What follows belongs to an exercise in optimizing a design on an open flow for a short achievable clock period and few clock cycles; a production flow would make more cautious choices.
Where RTL was checked, it was by simulation tests only, not by an equivalence proof against the original.
For runs 1 and 2, only the layout was checked, not whether the RTL still works.
Power and IR drop assume default switching activity.

**flow/run.sh**
```bash
#!/bin/bash
# synth_recipe.tcl (not shown) runs the flow's synth.tcl, then flattens the netlist and writes it again
# the make line also repeats each setting of config.mk as NAME=value (left out here)
make -C /OpenROAD-flow-scripts/flow DESIGN_CONFIG=/design/flow/config.mk WORK_HOME=/design/flow/orfs CLKGATE_MAP_FILE= SYNTH_SCRIPT=/design/flow/synth_recipe.tcl finish
```
**flow/config.mk**
```make
export PLATFORM = sky130hd
export DESIGN_NAME = cpu_8b
export DESIGN_NICKNAME = cpu_8b
export VERILOG_FILES = /design/flow/design.v
export SDC_FILE = /design/flow/constraint.sdc
export NUM_CORES = 4
export LEC_CHECK = 0
export CAP_MARGIN = 20
export CORE_MARGIN = 2
export CORE_UTILIZATION = 40
export SETUP_SLACK_MARGIN = 3.3
export SLEW_MARGIN = 20
export SYNTH_HIERARCHICAL = 1
export TNS_END_PERCENT = 100
```
**flow/constraint.sdc**
```tcl
create_clock -name core_clock -period 5.0 [get_ports {clk}]
set_input_delay 1.0000 -clock core_clock [delete_from_list [all_inputs] [get_ports {clk}]]
set_output_delay 1.0000 -clock core_clock [all_outputs]
set_load 0.01 [all_outputs]
```
**flow/design.v**
```verilog
module control_unit(
    input wire [7:0] instr,          
    input wire [2:0] state,          
    input wire zf,                   
    input wire reset,                
    output reg [2:0] next_state,     
    output reg pc_we,                
    output reg pc_sel,               
    output reg pc_jmp_sel,           
    output reg [3:0] pc_offset,      
    output reg addr_sel,             
    output reg [3:0] addr_offset,    
    output reg mem_sel,              
    output reg mem_we,               
    output reg [2:0] alu_opcode,     
    output reg alu_sel_a,            
    output reg alu_sel_b,            
    output reg alu_we,               
    output reg zf_we,                
    output reg ir_we,                
    output reg a_sel,                
    output reg a_we,                 
    output reg b_sel,                
    output reg b_we,                 
    output reg halt                  
);
    localparam ADD    = 3'b000;
    localparam AND    = 3'b001;
    localparam NOT    = 3'b010;
    localparam LOAD   = 3'b011;
    localparam STORE  = 3'b100;
    localparam JUMP   = 3'b101;
    localparam JUMPz  = 3'b110;
    localparam HALT   = 3'b111;
    localparam FETCH      = 3'b000; 
    localparam DECODE     = 3'b001;
    localparam EXECUTE    = 3'b010;
    localparam MEMORY     = 3'b011;
    localparam WRITEBACK  = 3'b100;
    localparam HALT_STATE = 3'b101;
    localparam IDLE       = 3'b110;
    always @(*) begin
        pc_we = 0;               
        pc_sel = 0;              
        pc_jmp_sel = 0;          
        pc_offset = 4'b0000;     
        addr_sel = 0;            
        addr_offset = 4'b0000;   
        mem_sel = 0;             
        mem_we = 0;              
        alu_opcode = 3'b000;     
        alu_sel_a = 0;           
        alu_sel_b = 0;           
        alu_we = 0;              
        zf_we = 0;               
        ir_we = 0;               
        a_sel = 0;               
        a_we = 0;                
        b_sel = 0;               
        b_we = 0;                
        halt = 0;                
        next_state = FETCH;      
        if (reset) begin
            next_state = FETCH;      
        end
        else begin
            case (state)
                FETCH: begin                     
                    next_state = DECODE;         
                    pc_we = 1;                   
                    ir_we = 1;                   
                end
                DECODE: begin    
                    case (instr[7:5])       
                        ADD, AND, NOT, JUMP, JUMPz: begin
                            next_state = EXECUTE;       
                        end
                        LOAD, STORE: begin
                            next_state = MEMORY;
                        end
                        HALT: begin
                            next_state = HALT_STATE;
                        end
                    endcase
                end
                EXECUTE: begin                           
                    case (instr[7:5])
                        ADD, AND: begin
                            alu_opcode = instr[7:5];     
                            alu_sel_a = instr[3];        
                            alu_sel_b = instr[2];        
                            alu_we = 1;                  
                            zf_we = 1;                   
                            next_state = WRITEBACK;
                        end
                        NOT: begin
                            alu_opcode = instr[7:5];     
                            alu_sel_a = instr[3];        
                            alu_we = 1;                  
                            zf_we = 1;                   
                            next_state = WRITEBACK;
                        end
                        JUMP: begin
                            pc_jmp_sel = instr[4];       
                            pc_offset = instr[3:0];      
                            pc_sel = 1;                  
                            pc_we = 1;                   
                            next_state = IDLE;
                        end
                        JUMPz: begin
                            if (zf == 1) begin
                                pc_jmp_sel = instr[4];   
                                pc_offset = instr[3:0];  
                                pc_sel = 1;              
                                pc_we = 1;               
                            end
                            next_state = IDLE;
                        end
                    endcase
                end
                MEMORY: begin                                    
                    case (instr[7:5])
                        LOAD: begin
                            addr_offset = instr[3:0];    
                            addr_sel = 1;                
                            next_state = WRITEBACK;
                        end
                        STORE: begin
                            addr_offset = instr[3:0];    
                            addr_sel = 1;                
                            mem_sel = instr[4];          
                            mem_we = 1;                  
                            next_state = IDLE;
                        end
                    endcase
                end
                WRITEBACK: begin                         
                    case (instr[7:5])
                        ADD, AND, NOT: begin
                            if (instr[4] == 0) begin
                                a_sel = 1;               
                                a_we = 1;                
                            end else begin
                                b_sel = 1;               
                                b_we = 1;                
                            end
                            next_state = FETCH;
                        end
                        LOAD: begin
                            if (instr[4] == 0) begin
                                a_we = 1;            
                            end else begin
                                b_we = 1;            
                            end
                            next_state = FETCH;
                        end
                    endcase
                end 
                HALT_STATE: begin
                    halt = 1;
                    next_state = HALT_STATE;
                end
                IDLE: begin
                    next_state = FETCH;
                end
            endcase
        end
    end
endmodule
module alu(
    input wire [2:0] opcode,         
    input wire [7:0] a,              
    input wire [7:0] b,              
    output reg [7:0] y,              
    output reg zf                    
);
    localparam ADD = 3'b000;         
    localparam AND = 3'b001;         
    localparam NOT = 3'b010;         
always @(*) begin
    zf = 0;
    case (opcode)
        ADD: begin             
            y = a + b;
        end
        AND: begin              
            y = a & b;
        end
        NOT: begin              
            y = ~a;
        end
        default: begin               
            y = 8'b00000000;
        end
    endcase
    if (y == 8'b00000000) begin
        zf = 1;
    end
end
endmodule
module register #(
    parameter WIDTH = 8
)(
    input wire clk,                  
    input wire rst,                  
    input wire we,                   
    input wire [WIDTH-1:0] d,        
    output reg [WIDTH-1:0] q         
);
    always @(posedge clk) begin      
        if (rst) begin
            q <= {WIDTH{1'b0}};      
        end else if (we) begin
            q <= d;                  
        end
    end
endmodule
module mux_2to1 (
    input wire [7:0] in0,    
    input wire [7:0] in1,    
    input wire sel,          
    output wire [7:0] out    
);
    assign out = sel ? in1 : in0;
endmodule
module adder(
    input wire [7:0] a,
    input wire [7:0] b,
    output wire [7:0] sum
);
    assign sum = a + b;
endmodule
module zext(
    input wire [3:0] in,
    output wire [7:0] out
);
assign out = {4'b0000, in};
endmodule
module cpu_8b(
    input wire clk,
    input wire rst,
    output wire halt,
    output wire mem_we,
    output wire [7:0] mem_addr,
    output wire [7:0] mem_wdata,
    input wire [7:0] mem_rdata
);
    reg [7:0] ra, rb;
    reg [7:0] res;        
    reg halted;
    reg [7:0] pc;         
    reg [7:0] pc1;        
    reg pcfix;            
    reg [7:0] sq, tq;
    reg sel;              
    reg we;
    reg [7:0] wdata;
    reg rvalid;           
    reg s;                
    reg w;                
    reg lp;               
    reg lpr;              
    reg ld;               
    reg ldr;              
    reg kl;               
    reg fw;
    reg [1:0] fop;
    reg f4, f3, f2;
    assign halt = halted;
    assign mem_we = we;
    assign mem_addr = sel ? tq : sq;
    assign mem_wdata = wdata;
    wire [7:0] pcv, pcv1, pc2, seq, nox, aa, ab, bb, nd;
    wire [3:0] pc1h1, rah1, rbh1;
    wire [79:0] te, ta, tb;
    wire zf, e0, wnr, lpa, lpb;
    cpu_pre pre(
        .ra(ra), .rb(rb), .res(res), .pc(pc), .pc1(pc1), .tq(tq), .pcfix(pcfix),
        .halted(halted), .rvalid(rvalid), .s(s), .w(w), .lp(lp), .lpr(lpr),
        .pcv(pcv), .pcv1(pcv1), .pc2(pc2), .seq(seq), .nox(nox),
        .pc1h1(pc1h1), .rah1(rah1), .rbh1(rbh1), .te(te), .ta(ta), .tb(tb),
        .aa(aa), .ab(ab), .bb(bb), .nd(nd),
        .zf(zf), .e0(e0), .wnr(wnr), .lpa(lpa), .lpb(lpb)
    );
    wire [7:0] n_ra, n_rb, n_res, n_pc, n_pc1, n_sq, n_tq, n_wdata;
    wire n_pcfix, n_sel, n_halted, n_we, n_rvalid, n_s, n_w, n_lp, n_lpr;
    wire n_ld, n_ldr, n_kl, n_fw, n_f4, n_f3, n_f2;
    wire [1:0] n_fop;
    cpu_nxt nxt(
        .rst(rst), .ins(mem_rdata),
        .ra(ra), .rb(rb), .res(res), .pc(pc), .wdata(wdata),
        .halted(halted), .s(s), .lp(lp), .lpr(lpr),
        .ld(ld), .ldr(ldr), .kl(kl), .fw(fw), .fop(fop), .f4(f4), .f3(f3), .f2(f2),
        .pc1(pc1), .pcv(pcv), .pcv1(pcv1), .pc2(pc2), .seq(seq), .nox(nox),
        .pc1h1(pc1h1), .rah1(rah1), .rbh1(rbh1), .te(te), .ta(ta), .tb(tb),
        .aa(aa), .ab(ab), .bb(bb), .nd(nd),
        .zf(zf), .e0(e0), .wnr(wnr), .lpa(lpa), .lpb(lpb),
        .n_ra(n_ra), .n_rb(n_rb), .n_res(n_res), .n_pc(n_pc), .n_pc1(n_pc1), .n_pcfix(n_pcfix),
        .n_sq(n_sq), .n_tq(n_tq), .n_sel(n_sel),
        .n_wdata(n_wdata), .n_halted(n_halted), .n_we(n_we), .n_rvalid(n_rvalid),
        .n_s(n_s), .n_w(n_w), .n_lp(n_lp), .n_lpr(n_lpr), .n_ld(n_ld), .n_ldr(n_ldr),
        .n_kl(n_kl), .n_fw(n_fw), .n_fop(n_fop), .n_f4(n_f4), .n_f3(n_f3), .n_f2(n_f2)
    );
    always @(posedge clk) begin
        ra <= n_ra;
        rb <= n_rb;
        res <= n_res;
        halted <= n_halted;
        pc <= n_pc;
        pc1 <= n_pc1;
        pcfix <= n_pcfix;
        sq <= n_sq;
        tq <= n_tq;
        sel <= n_sel;
        we <= n_we;
        wdata <= n_wdata;
        rvalid <= n_rvalid;
        s <= n_s;
        w <= n_w;
        lp <= n_lp;
        lpr <= n_lpr;
        ld <= n_ld;
        ldr <= n_ldr;
        kl <= n_kl;
        fw <= n_fw;
        fop <= n_fop;
        f4 <= n_f4;
        f3 <= n_f3;
        f2 <= n_f2;
    end
endmodule
module cpu_pre(
    input wire [7:0] ra, rb, res, pc, pc1, tq,
    input wire pcfix, halted, rvalid, s, w, lp, lpr,
    output wire [7:0] pcv, pcv1, pc2, seq, nox,
    output wire [3:0] pc1h1, rah1, rbh1,
    output wire [79:0] te, ta, tb,
    output wire [7:0] aa, ab, bb, nd,
    output wire zf, e0, wnr, lpa, lpb
);
    assign pcv = pcfix ? tq : pc;
    assign pcv1 = pcfix ? tq + 8'd1 : pc1;
    assign pc2 = pc1 + 8'd1;
    assign seq = s ? pc2 : pc1;
    assign wnr = w & ~rvalid;
    assign nox = wnr ? pcv1 : pcv;
    assign pc1h1 = pc1[7:4] + 4'd1;
    assign rah1 = ra[7:4] + 4'd1;
    assign rbh1 = rb[7:4] + 4'd1;
    genvar k;
    generate
        for (k = 0; k < 16; k = k + 1) begin : tab
            assign te[5*k +: 5] = {1'b0, pc1[3:0]} + k;
            assign ta[5*k +: 5] = {1'b0, ra[3:0]} + k;
            assign tb[5*k +: 5] = {1'b0, rb[3:0]} + k;
        end
    endgenerate
    assign aa = ra + ra;
    assign ab = ra + rb;
    assign bb = rb + rb;
    assign nd = ra & rb;
    assign zf = (res == 8'd0);
    assign e0 = rvalid & ~halted;
    assign lpa = lp & ~lpr;
    assign lpb = lp & lpr;
endmodule
module cpu_nxt(
    input wire rst,
    input wire [7:0] ins,
    input wire [7:0] ra, rb, res, pc, wdata,
    input wire halted, s, lp, lpr, ld, ldr, kl, fw,
    input wire [1:0] fop,
    input wire f4, f3, f2,
    input wire [7:0] pc1, pcv, pcv1, pc2, seq, nox,
    input wire [3:0] pc1h1, rah1, rbh1,
    input wire [79:0] te, ta, tb,
    input wire [7:0] aa, ab, bb, nd,
    input wire zf, e0, wnr, lpa, lpb,
    output reg [7:0] n_ra, n_rb, n_res, n_pc, n_pc1, n_sq, n_tq, n_wdata,
    output reg n_pcfix, n_sel, n_halted, n_we, n_rvalid, n_s, n_w, n_lp, n_lpr,
    output reg n_ld, n_ldr, n_kl, n_fw,
    output reg [1:0] n_fop,
    output reg n_f4, n_f3, n_f2
);
    wire [2:0] op = ins[7:5];
    wire [3:0] off = ins[3:0];
    wire is_add = (op == 3'd0);
    wire is_alu = (op[2:1] == 2'b00) | (op == 3'd2);
    wire is_ld = (op == 3'd3);
    wire is_st = (op == 3'd4);
    wire is_jmp = (op == 3'd5);
    wire is_jz = (op == 3'd6);
    wire is_halt = (op == 3'd7);
    wire taken = is_jmp | (is_jz & zf);
    wire ldst = is_ld | is_st;
    wire u3 = ins[3] ? lpb : lpa;
    wire u2 = ins[2] ? lpb : lpa;
    wire u4 = ins[4] ? lpb : lpa;
    wire defer = is_alu & (u3 | (~op[1] & u2));   
    wire x32 = ins[3] ^ ins[2];
    wire stall = (is_add & lp & x32) |
                 ((is_st | taken) & u4);
    wire kill = is_alu & ~defer & u4;
    wire ex = e0 & ~stall;
    wire [7:0] y_add = x32 ? ab : (ins[3] ? bb : aa);
    wire [7:0] y_and = x32 ? nd : (ins[3] ? rb : ra);
    wire [7:0] y_not = ins[3] ? ~rb : ~ra;
    wire [7:0] y = op[1] ? y_not : (op[0] ? y_and : y_add);
    wire [7:0] fs3 = (f3 == ldr) ? ins : (f3 ? rb : ra);
    wire [7:0] fs2 = (f2 == ldr) ? ins : (f2 ? rb : ra);
    reg [7:0] yf;
    always @(*) begin
        case (fop)
            2'd0: yf = {fs3[6:0], 1'b0};
            2'd1: yf = fs3 & fs2;
            default: yf = ~fs3;
        endcase
    end
    function [7:0] addoff(input [7:0] b, input [3:0] h1, input [79:0] t,
                          input [3:0] o);
        reg [4:0] lo;
        begin
            lo = t[5*o +: 5];
            addoff = {lo[4] ? h1 : b[7:4], lo[3:0]};
        end
    endfunction
    wire [7:0] ea = addoff(pc1, pc1h1, te, off);
    wire [7:0] tga = addoff(ra, rah1, ta, off);
    wire [7:0] tgb = addoff(rb, rbh1, tb, off);
    wire wr_alu = e0 & is_alu & ~defer;
    always @(*) begin
        n_ra = ra;
        n_rb = rb;
        n_res = res;
        n_halted = halted | (e0 & is_halt);
        n_wdata = ins[4] ? rb : ra;
        n_lp = e0 & is_ld;
        n_lpr = ins[4];
        n_ld = lp;
        n_ldr = lpr;
        n_kl = e0 & kill;
        n_fw = e0 & defer & ~stall;
        n_fop = op[1:0];
        n_f4 = ins[4];
        n_f3 = ins[3];
        n_f2 = ins[2];
        if (ld & ~kl & ~ldr & ~(fw & ~f4)) n_ra = ins;
        if (ld & ~kl & ldr & ~(fw & f4)) n_rb = ins;
        if (fw) begin
            if (f4) n_rb = yf;
            else n_ra = yf;
            n_res = yf;
        end
        if (wr_alu) begin
            if (ins[4]) n_rb = y;
            else n_ra = y;
            n_res = y;
        end
        n_tq = ldst ? ea : (ins[4] ? tgb : tga);
        n_sel = ex & (ldst | taken);
        n_sq = e0 ? (stall ? pc : seq) : nox;
        n_pc = ex ? pc1 : pcv;
        n_pc1 = ex ? pc2 : pcv1;
        n_pcfix = ex & taken;
        n_we = 1'b0;
        n_s = 1'b0;
        n_w = 1'b0;
        if (e0) begin
            if (is_ld) begin
                n_rvalid = s;
            end else if (is_st) begin
                n_we = 1'b1;
                n_rvalid = s & (off != 4'd0);
                n_w = (off == 4'd0);
            end else if (taken) begin
                n_rvalid = 1'b0;
                n_w = 1'b1;
            end else begin
                n_rvalid = s;
                n_s = s;
                n_w = ~s;
            end
        end else begin
            n_rvalid = wnr;
            n_s = wnr;
            n_w = ~wnr;
        end
        if (stall & e0) begin
            n_we = 1'b0;
            n_rvalid = 1'b0;
            n_s = 1'b0;
            n_w = 1'b1;
        end
        if (rst) begin
            n_ra = 8'd0;
            n_rb = 8'd0;
            n_res = 8'd1;
            n_halted = 1'b0;
            n_pc = 8'd0;
            n_pc1 = 8'd1;
            n_pcfix = 1'b0;
            n_sq = 8'd0;
            n_tq = 8'd0;
            n_sel = 1'b0;
            n_we = 1'b0;
            n_wdata = 8'd0;
            n_rvalid = 1'b1;
            n_s = 1'b0;
            n_w = 1'b0;
            n_lp = 1'b0;
            n_lpr = 1'b0;
            n_ld = 1'b0;
            n_ldr = 1'b0;
            n_kl = 1'b0;
            n_fw = 1'b0;
            n_fop = 2'd0;
            n_f4 = 1'b0;
            n_f3 = 1'b0;
            n_f2 = 1'b0;
        end
    end
endmodule
```
==> flow_metrics.py, run 1 <==
metrics = {
    "layout": {
        "final_net_count": 1223,
        "drive_gt1_share_pct": 45.8,
        "fill_cells": 2250,
        "area_delta_synth_final_pct": 23.5,
        "layout_commonest_cell": "nand2_1",
        "layout_common_cells": "nand2_1, buf_4, nor2_1",
        "diodes": 0,
        "utilization_pct": 50.2,
    },
    "synthesis": {
        "ys_types": 74,
        "synth.avg_cell_area_um2": 8.59,
        "synth_area_um2": 10200,
        "synth_edf_count": 0,
        "postSynthCellCount": 1188,
        "ys_seq_area_share_pct": 16.1,
        "async_flop_share_pct": 0,
        "synth_top_flop_cell": "dfxtp_1",
        "synth.yosys.warnings": 8,
        "ys_ff_latch": 82,
    },
    "die": {
        "rows": 58,
        "die_y_um": 164,
        "fp.dieW_um": 164,
        "die_area_um2": 26800,
        "start_util_pct": 40.7,
        "core_area_um2": 25100,
        "pin_count": 28,
    },
    "drt": {
        "post_drt_wl_per_cell_um": 20.1,
        "antenna_left": 0,
        "wl_um": 30100,
        "drtPass1Iterations": 6,
        "drtIter0Drc": 975,
        "vias": 8649,
        "drc": 0,
        "viasPerCell": 5.77,
    },
    "worst_setup_path": {
        "end_kind": "flip-flop",
        "arrival_ns": 2.86,
        "r2r-start": "ra[1]",
        "crit_required_ns": 5.25,
        "setup.worst_path.start": "ra[1]",
        "cp-start-kind": "flip-flop",
        "worstSetupPathType": "reg -> reg",
        "cp_max_fo": 4,
    },
    "timing": {
        "timing_worst_slew_pin_value_ns": 0.751,
        "hold_viol": 0,
        "setup_viol": 0,
        "slew_headroom_pct": 49.8,
        "finalSetupTns_ns": 0,
        "slew_violations": 0,
        "fin_crit_ns": 2.61,
        "fmax_mhz": 383,
        "whs_ns": 0.496,
        "rsz0062_at_grt": "true",
        "skew_ns": 0.0180,
        "period_share_pct": 52.3,
        "setup_ws_ns": 2.39,
    },
    "clock_tree": {
        "postCtsHoldBufs": 0,
        "tritoncts": "done",
        "cts.sinks": 82,
        "clk_latency_ns": 0.37,
        "numCtsBuffers": 9,
        "root_buffer": "clkbuf_16",
        "htreeDepth": 3,
        "clockBufferDepth": 2,
        "path_clk_slew_ns": 0.08,
    },
    "hold_path": {
        "hold_class": "reg -> reg",
        "hp-start": "lpr",
    },
    "pwr": {
        "p_per_area_nw_per_um2": 245,
        "p_total_mw": 3.09,
        "ir_drop_uv": 199,
        "leakagePower_nw": 5.13,
    },
    "run": {
        "cap_violations": 0,
    },
    "place": {
        "dp_slack_ns": 1.07,
        "io_buffers": 27,
        "place_congestion": 0.846,
        "place_hpwl_um": 17100,
    },
    "global_route": {
        "track_usage_pct": 22.6,
        "grt_pass1_wl_um": 47100,
        "grt_max_degree": 50,
        "grt-ovfl-total": 0,
        "antenna_found_initial": 0,
        "grt_pass1_vias": 8363,
    },
    "status": {
        "status": "timing/DRC/antenna clean",
    },
}
-- flip-flops by register name, indices dropped and copies added (netlist names), 2 cells and up --
signal	flops
fop	2
pc	8
pc1	8
ra	8
rb	8
res	8
sq	8
tq	8
wdata	8
-- per-stage QoR --
stage | std cells | instance area (um2)
finish | 1499 | 12600
global route | 1499 | 12600
CTS | 1474 | 11900
detailed placement | 1343 | 9620
global placement | 1343 | 9620
floorplan | 1192 | 10500
-- modules after synthesis (local to each module, per instance) --
module / cell area, um2 / flip-flops and latches / times used / cells
cpu_pre: 3310 / 0 / 1 / 462
cpu_nxt: 5130 / 0 / 1 / 635
cpu_8b: 1770 / 82 / 1 / 91
-- routing by layer --
metal	vias to the layer above	share of wire, %	GRT usage, %
met5	-	0	0
met4	0	3.9	9.01
met3	72	6.2	4.22
met2	330	47	36.7
met1	4212	43	29.6
li1	4035	-	-
-- critical path, cell delays in order (launching register included) --
cell and delay (ns):
dfxtp_4 0.41, clkinvlp_4 0.14, buf_6 0.13, fa_2 0.37
nor2b_2 0.15, o21ai_2 0.08, a21boi_2 0.20, nor2_1 0.08
mux4_2 0.50, nor2_4 0.13, a21oi_4 0.06, a32oi_1 0.15
nand2_1 0.06
-- power breakdown --
group          switching, mW  leakage, nW  total [mW]  internal, mW
Combinational          0.750         4.29        1.55         0.799
Clock                  0.314        0.152       0.731         0.417
Sequential            0.0942        0.688       0.814         0.719
Total                   1.16         5.13        3.09          1.94
-- cells by family after synthesis --
kind of cell / after synthesis / share of synthesized area [%]
AND/OR/NAND/NOR: 298 / 13.2
buffers and inverters: 290 / 17.0
AO/OA/AOI/OAI: 224 / 14.5
multiplexers: 192 / 28.6
flip-flops: 82 / 16.1
XOR/XNOR: 52 / 4.46
adder cells (fa/ha/maj): 49 / 6.08
other: 1 / 0.0367
-- layout make-up --
| cell class | count | area (um2) | share of cell area (%) |
|---|---|---|---|
| Timing Repair Buffer | 177 | 2000 | 15.9 |
| Clock buffer | 11 | 253 | 2.00 |
| Clock inverter | 5 | 60.1 | 0.476 |
| Inverter | 68 | 323 | 2.56 |
| Multi-Input combinational cell | 826 | 7840 | 62.2 |
| Sequential cell | 82 | 1720 | 13.6 |
| Tap cell | 330 | 413 | 3.27 |
-- synth_stat cells, drive strengths merged (3+ instances only) --
master	instances	area, um2
a211oi	17	128
a21boi	8	60.1
a21o	19	143
a21oi	68	363
a221oi	6	52.6
a31oi	17	106
and2	13	81.3
buf	187	1350
clkbuf	35	133
dfxtp	82	1640
ha	48	601
inv	66	248
mux2	51	604
mux2i	72	749
mux4	69	1570
nand2	134	503
nand2b	11	68.8
nand3	13	70.1
nor2	79	297
nor2b	15	93.8
nor3	11	60.1
nor3b	3	22.5
nor4	3	18.8
o211ai	19	143
o21ai	27	135
o221ai	3	26.3
o22a	4	35.0
o22ai	8	50.1
o31a	4	35.0
o31ai	6	50.1
or4	3	22.5
xnor2	38	333
xor2	14	123
-- final timing paths --
kind / end / slack (ns) / depth (start not counted)
max: res[4] / 2.39 / 12
min: ldr / 0.50 / 1
max reg2reg: res[4] / 2.39 / 12
min reg2reg: ldr / 0.50 / 1
-- what timing repair did --
item,in CTS,in global routing
endpoints found under the setup margin,97,84
resized for setup,329,131
cloned,17,0
buffers inserted,98,25
pin swaps,59,70
==> run 2: changes to the inputs <==
--- a/flow/design.v
+++ b/flow/design.v
@@ -251,3 +251,2 @@
     reg [7:0] pc;         
-    reg [7:0] pc1;        
     reg pcfix;            
@@ -272,3 +271,3 @@
     assign mem_wdata = wdata;
-    wire [7:0] pcv, pcv1, pc2, seq, nox, aa, ab, bb, nd;
+    wire [7:0] pcv, pc1, seq, nox, aa, ab, bb, nd;
     wire [3:0] pc1h1, rah1, rbh1;
@@ -277,5 +276,5 @@
     cpu_pre pre(
-        .ra(ra), .rb(rb), .res(res), .pc(pc), .pc1(pc1), .tq(tq), .pcfix(pcfix),
+        .ra(ra), .rb(rb), .res(res), .pc(pc), .tq(tq), .pcfix(pcfix),
         .halted(halted), .rvalid(rvalid), .s(s), .w(w), .lp(lp), .lpr(lpr),
-        .pcv(pcv), .pcv1(pcv1), .pc2(pc2), .seq(seq), .nox(nox),
+        .pcv(pcv), .pc1(pc1), .seq(seq), .nox(nox),
         .pc1h1(pc1h1), .rah1(rah1), .rbh1(rbh1), .te(te), .ta(ta), .tb(tb),
@@ -284,3 +283,3 @@
     );
-    wire [7:0] n_ra, n_rb, n_res, n_pc, n_pc1, n_sq, n_tq, n_wdata;
+    wire [7:0] n_ra, n_rb, n_res, n_pc, n_sq, n_tq, n_wdata;
     wire n_pcfix, n_sel, n_halted, n_we, n_rvalid, n_s, n_w, n_lp, n_lpr;
@@ -293,3 +292,3 @@
         .ld(ld), .ldr(ldr), .kl(kl), .fw(fw), .fop(fop), .f4(f4), .f3(f3), .f2(f2),
-        .pc1(pc1), .pcv(pcv), .pcv1(pcv1), .pc2(pc2), .seq(seq), .nox(nox),
+        .pcv(pcv), .pc1(pc1), .seq(seq), .nox(nox),
         .pc1h1(pc1h1), .rah1(rah1), .rbh1(rbh1), .te(te), .ta(ta), .tb(tb),
@@ -297,3 +296,3 @@
         .zf(zf), .e0(e0), .wnr(wnr), .lpa(lpa), .lpb(lpb),
-        .n_ra(n_ra), .n_rb(n_rb), .n_res(n_res), .n_pc(n_pc), .n_pc1(n_pc1), .n_pcfix(n_pcfix),
+        .n_ra(n_ra), .n_rb(n_rb), .n_res(n_res), .n_pc(n_pc), .n_pcfix(n_pcfix),
         .n_sq(n_sq), .n_tq(n_tq), .n_sel(n_sel),
@@ -309,3 +308,2 @@
         pc <= n_pc;
-        pc1 <= n_pc1;
         pcfix <= n_pcfix;
@@ -332,5 +330,5 @@
 module cpu_pre(
-    input wire [7:0] ra, rb, res, pc, pc1, tq,
+    input wire [7:0] ra, rb, res, pc, tq,
     input wire pcfix, halted, rvalid, s, w, lp, lpr,
-    output wire [7:0] pcv, pcv1, pc2, seq, nox,
+    output wire [7:0] pcv, pc1, seq, nox,
     output wire [3:0] pc1h1, rah1, rbh1,
@@ -341,5 +339,5 @@
     assign pcv = pcfix ? tq : pc;
-    assign pcv1 = pcfix ? tq + 8'd1 : pc1;
-    assign pc2 = pc1 + 8'd1;
-    assign seq = s ? pc2 : pc1;
+    assign pc1 = pc + 8'd1;
+    wire [7:0] pcv1 = pcv + 8'd1;
+    assign seq = s ? pc + 8'd2 : pc1;
     assign wnr = w & ~rvalid;
@@ -373,3 +371,3 @@
     input wire f4, f3, f2,
-    input wire [7:0] pc1, pcv, pcv1, pc2, seq, nox,
+    input wire [7:0] pcv, pc1, seq, nox,
     input wire [3:0] pc1h1, rah1, rbh1,
@@ -378,3 +376,3 @@
     input wire zf, e0, wnr, lpa, lpb,
-    output reg [7:0] n_ra, n_rb, n_res, n_pc, n_pc1, n_sq, n_tq, n_wdata,
+    output reg [7:0] n_ra, n_rb, n_res, n_pc, n_sq, n_tq, n_wdata,
     output reg n_pcfix, n_sel, n_halted, n_we, n_rvalid, n_s, n_w, n_lp, n_lpr,
@@ -399,4 +397,3 @@
     wire defer = is_alu & (u3 | (~op[1] & u2));   
-    wire x32 = ins[3] ^ ins[2];
-    wire stall = (is_add & lp & x32) |
+    wire stall = (is_add & lp & (ins[3] ? ~ins[2] : ins[2])) |
                  ((is_st | taken) & u4);
@@ -404,4 +401,4 @@
     wire ex = e0 & ~stall;
-    wire [7:0] y_add = x32 ? ab : (ins[3] ? bb : aa);
-    wire [7:0] y_and = x32 ? nd : (ins[3] ? rb : ra);
+    wire [7:0] y_add = ins[3] ? (ins[2] ? bb : ab) : (ins[2] ? ab : aa);
+    wire [7:0] y_and = ins[3] ? (ins[2] ? rb : nd) : (ins[2] ? nd : ra);
     wire [7:0] y_not = ins[3] ? ~rb : ~ra;
@@ -462,3 +459,2 @@
         n_pc = ex ? pc1 : pcv;
-        n_pc1 = ex ? pc2 : pcv1;
         n_pcfix = ex & taken;
@@ -499,3 +495,2 @@
             n_pc = 8'd0;
-            n_pc1 = 8'd1;
             n_pcfix = 1'b0;
==> flow_metrics.py, run 2 <==
metrics = {
    "drt": {
        "vias": 8812,
        "antenna_left": 0,
        "wl_um": 31000,
        "drtPass1Iterations": 5,
        "drc": 0,
        "post_drt_wl_per_cell_um": 20.9,
        "drtIter0Drc": 746,
        "viasPerCell": 5.94,
    },
    "place": {
        "io_buffers": 27,
        "dp_slack_ns": 1.36,
        "place_congestion": 0.843,
        "place_area_um2": 9680,
        "dp.cells": 1310,
        "place_hpwl_um": 18100,
    },
    "worst_setup_path": {
        "reg2reg_to": "tq[7]",
        "r2r-start": "pc[1]",
        "cp_max_fo": 7,
        "crit_required_ns": 5.22,
        "arrival_ns": 3.13,
        "cp-start-kind": "flip-flop",
        "r2r_cells": 13,
        "r2r_slack_ns": 2.09,
        "worstSetupPathType": "reg -> reg",
        "end_kind": "flip-flop",
    },
    "synthesis": {
        "yosys.area.top_type": "dfxtp_1",
        "synth.yosys.warnings": 8,
        "synth_top_area_share_pct": 14.8,
        "ys_seq_area_share_pct": 14.8,
        "synth_top_flop_cell": "dfxtp_1",
        "postSynthCellCount": 1155,
        "ys_types": 79,
        "synth_area_um2": 9980,
        "synth_edf_count": 0,
        "ys_ff_latch": 74,
        "async_flop_share_pct": 0,
        "synth_common_cells": "buf_4, mux2i_1, nand2_1",
        "synthTopCellsByArea": "dfxtp_1, mux4_2, buf_4, mux2i_1, ha_1",
        "synth.avg_cell_area_um2": 8.64,
        "synth_most_common_cell": "buf_4",
    },
    "clock_tree": {
        "numCtsBuffers": 9,
        "postCtsHoldBufs": 0,
        "path_clk_slew_ns": 0.07,
        "tritoncts": "done",
        "cts.sinks": 74,
        "clk_latency_ns": 0.35,
        "clockBufferDepth": 2,
        "root_buffer": "clkbuf_16",
        "htreeDepth": 3,
    },
    "timing": {
        "setup_ws_ns": 2.09,
        "hold_viol": 0,
        "setup_viol": 0,
        "finalSetupTns_ns": 0,
        "slew_violations": 0,
        "fmax_mhz": 343,
        "period_share_pct": 58.2,
        "whs_ns": 0.510,
        "fin_crit_ns": 2.91,
        "rsz0062_at_grt": "true",
        "skew_ns": 0.0130,
        "slew_headroom_pct": 47.3,
        "timing_worst_slew_pin_value_ns": 0.787,
    },
    "pwr": {
        "p_total_mw": 2.89,
        "leakagePower_nw": 5.20,
        "p_per_area_nw_per_um2": 230,
        "ir_drop_uv": 183,
    },
    "global_route": {
        "grt_pass1_vias": 8208,
        "antenna_found_initial": 0,
        "track_usage_pct": 22.8,
        "grt-ovfl-total": 0,
        "grt_pass1_wl_um": 47200,
        "grt_max_degree": 51,
    },
    "layout": {
        "diodes": 0,
        "layout_commonest_cell": "buf_4",
        "fill_cells": 2115,
        "final_net_count": 1208,
        "utilization_pct": 51.4,
        "regArea_um2": 1540,
        "fin_area_um2": 12500,
        "area_delta_synth_final_pct": 25.8,
        "multi_input_area_um2": 7750,
        "drive_gt1_share_pct": 42.0,
        "instances_no_fill": 1483,
        "layout_common_cells": "buf_4, mux2i_1, nor2_1",
    },
    "die": {
        "fp.dieW_um": 162,
        "die_y_um": 162,
        "pin_count": 28,
        "core_area_um2": 24400,
        "die_area_um2": 26200,
        "rows": 57,
        "start_util_pct": 40.9,
    },
    "hold_path": {
        "hold_class": "reg -> reg",
        "hp-start": "lpr",
        "min_delay_worst_endpoint": "ldr",
        "worstHoldPathCells": 1,
    },
    "run": {
        "cap_violations": 0,
    },
    "status": {
        "status": "timing/DRC/antenna clean",
    },
}
[run 2: worst max path at each step]
stage | start | to | slack, ns
2_1_floorplan | pc[0] | tq[3] | 1.95
3_3_place_gp | mem_rdata[7] | tq[4] | 1.41
3_5_place_dp | mem_rdata[7] | tq[5] | 1.36
4_1_cts | pc[0] | tq[3] | 2.15
5_1_grt | pc[1] | tq[3] | 2.02
6_report | pc[1] | tq[7] | 2.09
[run 2: layout make-up]
type,count,share of cell area [%]
multi-input combinational,798,61.7
timing repair buffer,201,17.6
inverter,69,2.56
sequential,74,12.3
tap,324,3.23
clock inverter,7,0.788
clock buffer,9,1.79
timing repair inverter,1,0.0499
[run 2: repair_timing]
action | CTS | global route
buffers inserted | 120 | 26
pin swaps | 19 | 36
gates cloned | 8 | 3
endpoints found under the setup margin | 88 | 74
resized for setup | 270 | 91
[run 2: cell families (layout without fill, tap and decap cells)]
logic type               after synthesis  after routing  share of synthesized area [%]
AND/OR/NAND/NOR                      279            279                           13.6
flip-flops                            74             74                           14.8
AO/OA/AOI/OAI                        221            221                           15.3
other                                  1              5                         0.0376
adder cells (fa/ha/maj)               44             44                           5.59
multiplexers                         189            189                           27.2
buffers and inverters                287            287                           17.5
XOR/XNOR                              60             60                           5.91
[run 2: modules after synthesis (local to each module, per instance)]
module | flip-flops and latches | cells
cpu_8b | 74 | 83
cpu_pre | 0 | 445
cpu_nxt | 0 | 627
[run 2: worst max-delay path, cell delays in order (launching register included)]
cell,delay [ns]
dfxtp_4,0.38
buf_12,0.13
ha_4,0.17
nand2_4,0.08
xor2_4,0.28
buf_6,0.17
nor3_1,0.04
mux4_2,0.51
mux2i_4,0.21
buf_4,0.17
mux2_4,0.30
nor3_2,0.10
nor4_1,0.06
nor4b_2,0.18
[run 2: routing by layer]
layer | GRT usage (%) | share of wire [%] | routed length [um]
met1 | 32.4 | 44 | 13700
met2 | 36.8 | 46 | 14400
met3 | 2.66 | 7.1 | 2200
met4 | 5.55 | 2.3 | 700
met5 | 0 | 0 | 0
[run 2: power breakdown]
group	switching, mW	leakage, nW	internal [mW]
clock	0.284	0.153	0.441
combinational	0.688	4.43	0.755
sequential	0.0799	0.620	0.643
total	1.05	5.20	1.84
==> run 3: changes to the inputs <==
--- a/flow/design.v
+++ b/flow/design.v
@@ -251,5 +251,3 @@
     reg [7:0] pc;         
-    reg pcfix;            
-    reg [7:0] sq, tq;
-    reg sel;              
+    reg [7:0] addr;
     reg we;
@@ -269,19 +267,17 @@
     assign mem_we = we;
-    assign mem_addr = sel ? tq : sq;
+    assign mem_addr = addr;
     assign mem_wdata = wdata;
-    wire [7:0] pcv, pc1, seq, nox, aa, ab, bb, nd;
+    wire [7:0] pc1, pc2, seq, nox, aa, ab, bb, nd;
     wire [3:0] pc1h1, rah1, rbh1;
-    wire [79:0] te, ta, tb;
-    wire zf, e0, wnr, lpa, lpb;
+    wire zf, e0, wnr;
     cpu_pre pre(
-        .ra(ra), .rb(rb), .res(res), .pc(pc), .tq(tq), .pcfix(pcfix),
-        .halted(halted), .rvalid(rvalid), .s(s), .w(w), .lp(lp), .lpr(lpr),
-        .pcv(pcv), .pc1(pc1), .seq(seq), .nox(nox),
-        .pc1h1(pc1h1), .rah1(rah1), .rbh1(rbh1), .te(te), .ta(ta), .tb(tb),
-        .aa(aa), .ab(ab), .bb(bb), .nd(nd),
-        .zf(zf), .e0(e0), .wnr(wnr), .lpa(lpa), .lpb(lpb)
+        .ra(ra), .rb(rb), .res(res), .pc(pc), .halted(halted),
+        .rvalid(rvalid), .s(s), .w(w),
+        .pc1(pc1), .pc2(pc2), .seq(seq), .nox(nox),
+        .pc1h1(pc1h1), .rah1(rah1), .rbh1(rbh1),
+        .aa(aa), .ab(ab), .bb(bb), .nd(nd), .zf(zf), .e0(e0), .wnr(wnr)
     );
-    wire [7:0] n_ra, n_rb, n_res, n_pc, n_sq, n_tq, n_wdata;
-    wire n_pcfix, n_sel, n_halted, n_we, n_rvalid, n_s, n_w, n_lp, n_lpr;
-    wire n_ld, n_ldr, n_kl, n_fw, n_f4, n_f3, n_f2;
+    wire [7:0] n_ra, n_rb, n_res, n_pc, n_addr, n_wdata;
+    wire n_halted, n_we, n_rvalid, n_s, n_w, n_lp, n_lpr, n_ld, n_ldr, n_kl;
+    wire n_fw, n_f4, n_f3, n_f2;
     wire [1:0] n_fop;
@@ -289,11 +285,9 @@
         .rst(rst), .ins(mem_rdata),
-        .ra(ra), .rb(rb), .res(res), .pc(pc), .wdata(wdata),
-        .halted(halted), .s(s), .lp(lp), .lpr(lpr),
+        .ra(ra), .rb(rb), .res(res), .pc(pc), .halted(halted),
+        .addr(addr), .wdata(wdata), .s(s), .lp(lp), .lpr(lpr),
         .ld(ld), .ldr(ldr), .kl(kl), .fw(fw), .fop(fop), .f4(f4), .f3(f3), .f2(f2),
-        .pcv(pcv), .pc1(pc1), .seq(seq), .nox(nox),
-        .pc1h1(pc1h1), .rah1(rah1), .rbh1(rbh1), .te(te), .ta(ta), .tb(tb),
-        .aa(aa), .ab(ab), .bb(bb), .nd(nd),
-        .zf(zf), .e0(e0), .wnr(wnr), .lpa(lpa), .lpb(lpb),
-        .n_ra(n_ra), .n_rb(n_rb), .n_res(n_res), .n_pc(n_pc), .n_pcfix(n_pcfix),
-        .n_sq(n_sq), .n_tq(n_tq), .n_sel(n_sel),
+        .pc1(pc1), .pc2(pc2), .seq(seq), .nox(nox),
+        .pc1h1(pc1h1), .rah1(rah1), .rbh1(rbh1),
+        .aa(aa), .ab(ab), .bb(bb), .nd(nd), .zf(zf), .e0(e0), .wnr(wnr),
+        .n_ra(n_ra), .n_rb(n_rb), .n_res(n_res), .n_pc(n_pc), .n_addr(n_addr),
         .n_wdata(n_wdata), .n_halted(n_halted), .n_we(n_we), .n_rvalid(n_rvalid),
@@ -308,6 +302,3 @@
         pc <= n_pc;
-        pcfix <= n_pcfix;
-        sq <= n_sq;
-        tq <= n_tq;
-        sel <= n_sel;
+        addr <= n_addr;
         we <= n_we;
@@ -330,16 +321,14 @@
 module cpu_pre(
-    input wire [7:0] ra, rb, res, pc, tq,
-    input wire pcfix, halted, rvalid, s, w, lp, lpr,
-    output wire [7:0] pcv, pc1, seq, nox,
+    input wire [7:0] ra, rb, res, pc,
+    input wire halted, rvalid, s, w,
+    output wire [7:0] pc1, pc2, seq, nox,
     output wire [3:0] pc1h1, rah1, rbh1,
-    output wire [79:0] te, ta, tb,
     output wire [7:0] aa, ab, bb, nd,
-    output wire zf, e0, wnr, lpa, lpb
+    output wire zf, e0, wnr
 );
-    assign pcv = pcfix ? tq : pc;
     assign pc1 = pc + 8'd1;
-    wire [7:0] pcv1 = pcv + 8'd1;
-    assign seq = s ? pc + 8'd2 : pc1;
+    assign pc2 = pc + 8'd2;
+    assign seq = s ? pc2 : pc1;
     assign wnr = w & ~rvalid;
-    assign nox = wnr ? pcv1 : pcv;
+    assign nox = wnr ? pc1 : pc;
     assign pc1h1 = pc1[7:4] + 4'd1;
@@ -347,10 +336,2 @@
     assign rbh1 = rb[7:4] + 4'd1;
-    genvar k;
-    generate
-        for (k = 0; k < 16; k = k + 1) begin : tab
-            assign te[5*k +: 5] = {1'b0, pc1[3:0]} + k;
-            assign ta[5*k +: 5] = {1'b0, ra[3:0]} + k;
-            assign tb[5*k +: 5] = {1'b0, rb[3:0]} + k;
-        end
-    endgenerate
     assign aa = ra + ra;
@@ -361,4 +342,2 @@
     assign e0 = rvalid & ~halted;
-    assign lpa = lp & ~lpr;
-    assign lpb = lp & lpr;
 endmodule
@@ -367,3 +346,3 @@
     input wire [7:0] ins,
-    input wire [7:0] ra, rb, res, pc, wdata,
+    input wire [7:0] ra, rb, res, pc, addr, wdata,
     input wire halted, s, lp, lpr, ld, ldr, kl, fw,
@@ -371,10 +350,9 @@
     input wire f4, f3, f2,
-    input wire [7:0] pcv, pc1, seq, nox,
+    input wire [7:0] pc1, pc2, seq, nox,
     input wire [3:0] pc1h1, rah1, rbh1,
-    input wire [79:0] te, ta, tb,
     input wire [7:0] aa, ab, bb, nd,
-    input wire zf, e0, wnr, lpa, lpb,
-    output reg [7:0] n_ra, n_rb, n_res, n_pc, n_sq, n_tq, n_wdata,
-    output reg n_pcfix, n_sel, n_halted, n_we, n_rvalid, n_s, n_w, n_lp, n_lpr,
-    output reg n_ld, n_ldr, n_kl, n_fw,
+    input wire zf, e0, wnr,
+    output reg [7:0] n_ra, n_rb, n_res, n_pc, n_addr, n_wdata,
+    output reg n_halted, n_we, n_rvalid, n_s, n_w, n_lp, n_lpr, n_ld, n_ldr, n_kl,
+    output reg n_fw,
     output reg [1:0] n_fop,
@@ -392,10 +370,10 @@
     wire taken = is_jmp | (is_jz & zf);
-    wire ldst = is_ld | is_st;
-    wire u3 = ins[3] ? lpb : lpa;
-    wire u2 = ins[2] ? lpb : lpa;
-    wire u4 = ins[4] ? lpb : lpa;
-    wire defer = is_alu & (u3 | (~op[1] & u2));   
-    wire stall = (is_add & lp & (ins[3] ? ~ins[2] : ins[2])) |
-                 ((is_st | taken) & u4);
-    wire kill = is_alu & ~defer & u4;
+    wire u3 = ins[3] == lpr;
+    wire u2 = ins[2] == lpr;
+    wire u4 = ins[4] == lpr;
+    wire rd_l = is_alu & (u3 | (~op[1] & u2));
+    wire stall = lp & ((is_add & (ins[3] ^ ins[2])) |
+                       ((is_st | taken) & u4));
+    wire defer = lp & rd_l;                 
+    wire kill = lp & is_alu & ~rd_l & u4;
     wire ex = e0 & ~stall;
@@ -415,7 +393,6 @@
     end
-    function [7:0] addoff(input [7:0] b, input [3:0] h1, input [79:0] t,
-                          input [3:0] o);
+    function [7:0] addoff(input [7:0] b, input [3:0] h1, input [3:0] o);
         reg [4:0] lo;
         begin
-            lo = t[5*o +: 5];
+            lo = {1'b0, b[3:0]} + {1'b0, o};
             addoff = {lo[4] ? h1 : b[7:4], lo[3:0]};
@@ -423,5 +400,6 @@
     endfunction
-    wire [7:0] ea = addoff(pc1, pc1h1, te, off);
-    wire [7:0] tga = addoff(ra, rah1, ta, off);
-    wire [7:0] tgb = addoff(rb, rbh1, tb, off);
+    wire [7:0] ea = addoff(pc1, pc1h1, off);
+    wire [7:0] ta = addoff(ra, rah1, off);
+    wire [7:0] tb = addoff(rb, rbh1, off);
+    wire [7:0] tgt = ins[4] ? tb : ta;
     wire wr_alu = e0 & is_alu & ~defer;
@@ -455,7 +433,2 @@
         end
-        n_tq = ldst ? ea : (ins[4] ? tgb : tga);
-        n_sel = ex & (ldst | taken);
-        n_sq = e0 ? (stall ? pc : seq) : nox;
-        n_pc = ex ? pc1 : pcv;
-        n_pcfix = ex & taken;
         n_we = 1'b0;
@@ -464,5 +437,8 @@
         if (e0) begin
+            n_pc = taken ? tgt : pc1;
             if (is_ld) begin
+                n_addr = ea;
                 n_rvalid = s;
             end else if (is_st) begin
+                n_addr = ea;
                 n_we = 1'b1;
@@ -471,2 +447,3 @@
             end else if (taken) begin
+                n_addr = tgt;
                 n_rvalid = 1'b0;
@@ -474,2 +451,3 @@
             end else begin
+                n_addr = seq;
                 n_rvalid = s;
@@ -479,2 +457,4 @@
         end else begin
+            n_pc = pc;
+            n_addr = nox;
             n_rvalid = wnr;
@@ -484,2 +464,4 @@
         if (stall & e0) begin
+            n_pc = pc;
+            n_addr = pc;
             n_we = 1'b0;
@@ -495,6 +477,3 @@
             n_pc = 8'd0;
-            n_pcfix = 1'b0;
-            n_sq = 8'd0;
-            n_tq = 8'd0;
-            n_sel = 1'b0;
+            n_addr = 8'd0;
             n_we = 1'b0;
==> flow_metrics.py, run 3 <==
metrics = {
    "clock_tree": {
        "clk_latency_ns": 0.35,
        "tritoncts": "done",
        "htreeDepth": 3,
        "path_clk_slew_ns": 0.06,
        "root_buffer": "clkbuf_16",
        "numCtsBuffers": 9,
        "cts.sinks": 64,
        "clockBufferDepth": 2,
    },
    "layout": {
        "final_net_count": 811,
        "regArea_um2": 1330,
        "layout_commonest_cell": "mux2i_1",
        "drive_gt1_share_pct": 39.3,
        "area_delta_synth_final_pct": 36.9,
        "utilization_pct": 56.0,
        "fill_cells": 1225,
        "layout_common_cells": "mux2i_1, nor2_1, buf_4",
        "diodes": 0,
        "multi_input_area_um2": 5060,
    },
    "drt": {
        "drtPass1Iterations": 9,
        "drtIter0Drc": 749,
        "vias": 6243,
        "drc": 0,
        "post_drt_wl_per_cell_um": 23.4,
        "viasPerCell": 6.50,
        "antenna_left": 0,
        "wl_um": 22500,
    },
    "pwr": {
        "ir_drop_uv": 171,
        "leakagePower_nw": 3.33,
        "p_total_mw": 2.33,
        "p_per_area_nw_per_um2": 285,
    },
    "place": {
        "place_hpwl_um": 13800,
        "io_buffers": 27,
        "dp_slack_ns": 1.13,
        "place_congestion": 0.946,
    },
    "status": {
        "status": "timing/DRC/antenna clean",
    },
    "worst_setup_path": {
        "slowest_delay_ns": 0.38,
        "endpoint": "addr[4]",
        "cp-start-kind": "input port",
        "r2r_slack_ns": 2.43,
        "end_kind": "flip-flop",
        "reg2reg_to": "addr[4]",
        "r2r_cells": 8,
        "path_cells": "buf_12 -> ha_4 -> fa_2 -> a21o_1 -> a21oi_4 -> mux2i_1 -> a311o_1 -> a221oi_2",
        "setup.worst_path.start": "mem_rdata[0]",
        "arrival_ns": 2.84,
        "r2r-start": "pc[0]",
        "worstSetupPathType": "in -> reg",
        "cp_slowest_cell": "a311o_1",
        "crit_required_ns": 5.25,
        "cp_max_fo": 4,
    },
    "synthesis": {
        "synth_area_um2": 5970,
        "synth.avg_cell_area_um2": 8.33,
        "synth.yosys.warnings": 8,
        "postSynthCellCount": 717,
    },
    "timing": {
        "finalSetupTns_ns": 0,
        "slew_violations": 0,
        "fin_crit_ns": 2.59,
        "whs_ns": 0.538,
        "rsz0062_at_grt": "true",
        "hold_viol": 0,
        "timing_worst_slew_pin_value_ns": 0.748,
        "period_share_pct": 51.8,
        "slew_headroom_pct": 50.0,
        "setup_ws_ns": 2.41,
        "fmax_mhz": 386,
        "skew_ns": 0.00893,
        "setup_viol": 0,
    },
    "global_route": {
        "track_usage_pct": 27.3,
        "grt_pass1_vias": 5993,
        "grt_pass1_wl_um": 34000,
        "antenna_found_initial": 0,
        "grt-ovfl-total": 0,
        "grt_max_degree": 46,
    },
    "die": {
        "die_y_um": 126,
        "start_util_pct": 40.9,
        "rows": 44,
        "core_area_um2": 14600,
        "pin_count": 28,
        "fp.dieW_um": 126,
        "die_area_um2": 15900,
    },
    "hold_path": {
        "hold_class": "reg -> reg",
        "worstHoldPathCells": 2,
    },
    "run": {
        "cap_violations": 0,
    },
}
run 3: timing repair:
item / in CTS / in global routing
hold buffers: 0 / 0
gates resized for setup: 235 / 49
gates cloned: 4 / 1
buffers inserted: 49 / 19
pin swaps: 51 / 35
setup endpoints to repair: 77 / 65
run 3: routing by layer:
metal,wire (um),global-route usage [%],up-vias,part of all wire (%)
li1,-,-,2782,-
met1,9230,35.9,3015,41
met2,10000,42.4,358,45
met3,2170,6.33,88,9.6
met4,1080,13.2,0,4.8
met5,0,0,-,0
run 3: stage by stage:
stage	instances	cell area [um2]
2_1_floorplan	718	6480
3_3_place_gp	871	6520
3_5_place_dp	871	6520
4_1_cts	940	7770
5_1_grt	960	8180
6_report	960	8180
run 3: where the power goes:
part	internal [mW]	switching, mW
logic	0.430	0.462
clock network	0.501	0.254
registers	0.571	0.110
run 3: cell type report:
cell class                      instances  area share [%]
Multi-Input combinational cell        563            61.9
Sequential cell                        64            16.3
Timing Repair Buffer                  108            13.5
Clock buffer                           11            2.97
Tap cell                              184            2.82
Inverter                               25            1.29
Clock inverter                          5            1.27
run 3: worst min-delay path by stage:
stage	start	endpoint	slack, ns
2_1_floorplan	pc[5]	addr[5]	0.46
3_3_place_gp	halted	halted	0.49
3_5_place_dp	halted	halted	0.52
4_1_cts	res[5]	res[5]	0.54
5_1_grt	pc[1]	pc[1]	0.56
6_report	res[5]	res[5]	0.54
run 3: worst max-delay path: cells and delay by family:
family | cells | cell delay [ns]
compound gates | 4 | 1.07
fa+ha+maj | 2 | 0.53
buf+inv | 1 | 0.11
mux | 1 | 0.13
Testbench counts of run 3, summed over its fixed seeds: cycles 35,084.

re-timing with driven ports:
The flow's constraints put no driver on any port. The routed layouts listed below were extracted and timed again, unchanged, in two steps. Step 1 assumes that a clkbuf_16 drives the clock port and a buf_2 every other input. Step 2 times the ports against the registers' clock, not the clock port: input delays grow and output delays shrink by t, the midpoint of the rising clock arrivals with the driver on. a / b / c = ideal / step 1 / step 2; a / b = the first two.
| run | shift t [ns] | setup slack, ns | pins driven straight from the clock port |
|---|---|---|---|
| run 1 | 0.401 | 2.387 / 2.368 / 1.966 | 1 |
| run 2 | 0.385 | 2.089 / 2.089 / 2.009 | 1 |
| run 3 | 0.391 | 2.411 / 2.414 / 2.023 | 1 |
After both steps every run listed still meets setup and hold. For run 1, which loses most, drivers alone change the setup slack by -0.019 ns; drivers and shift together by -0.421 ns.
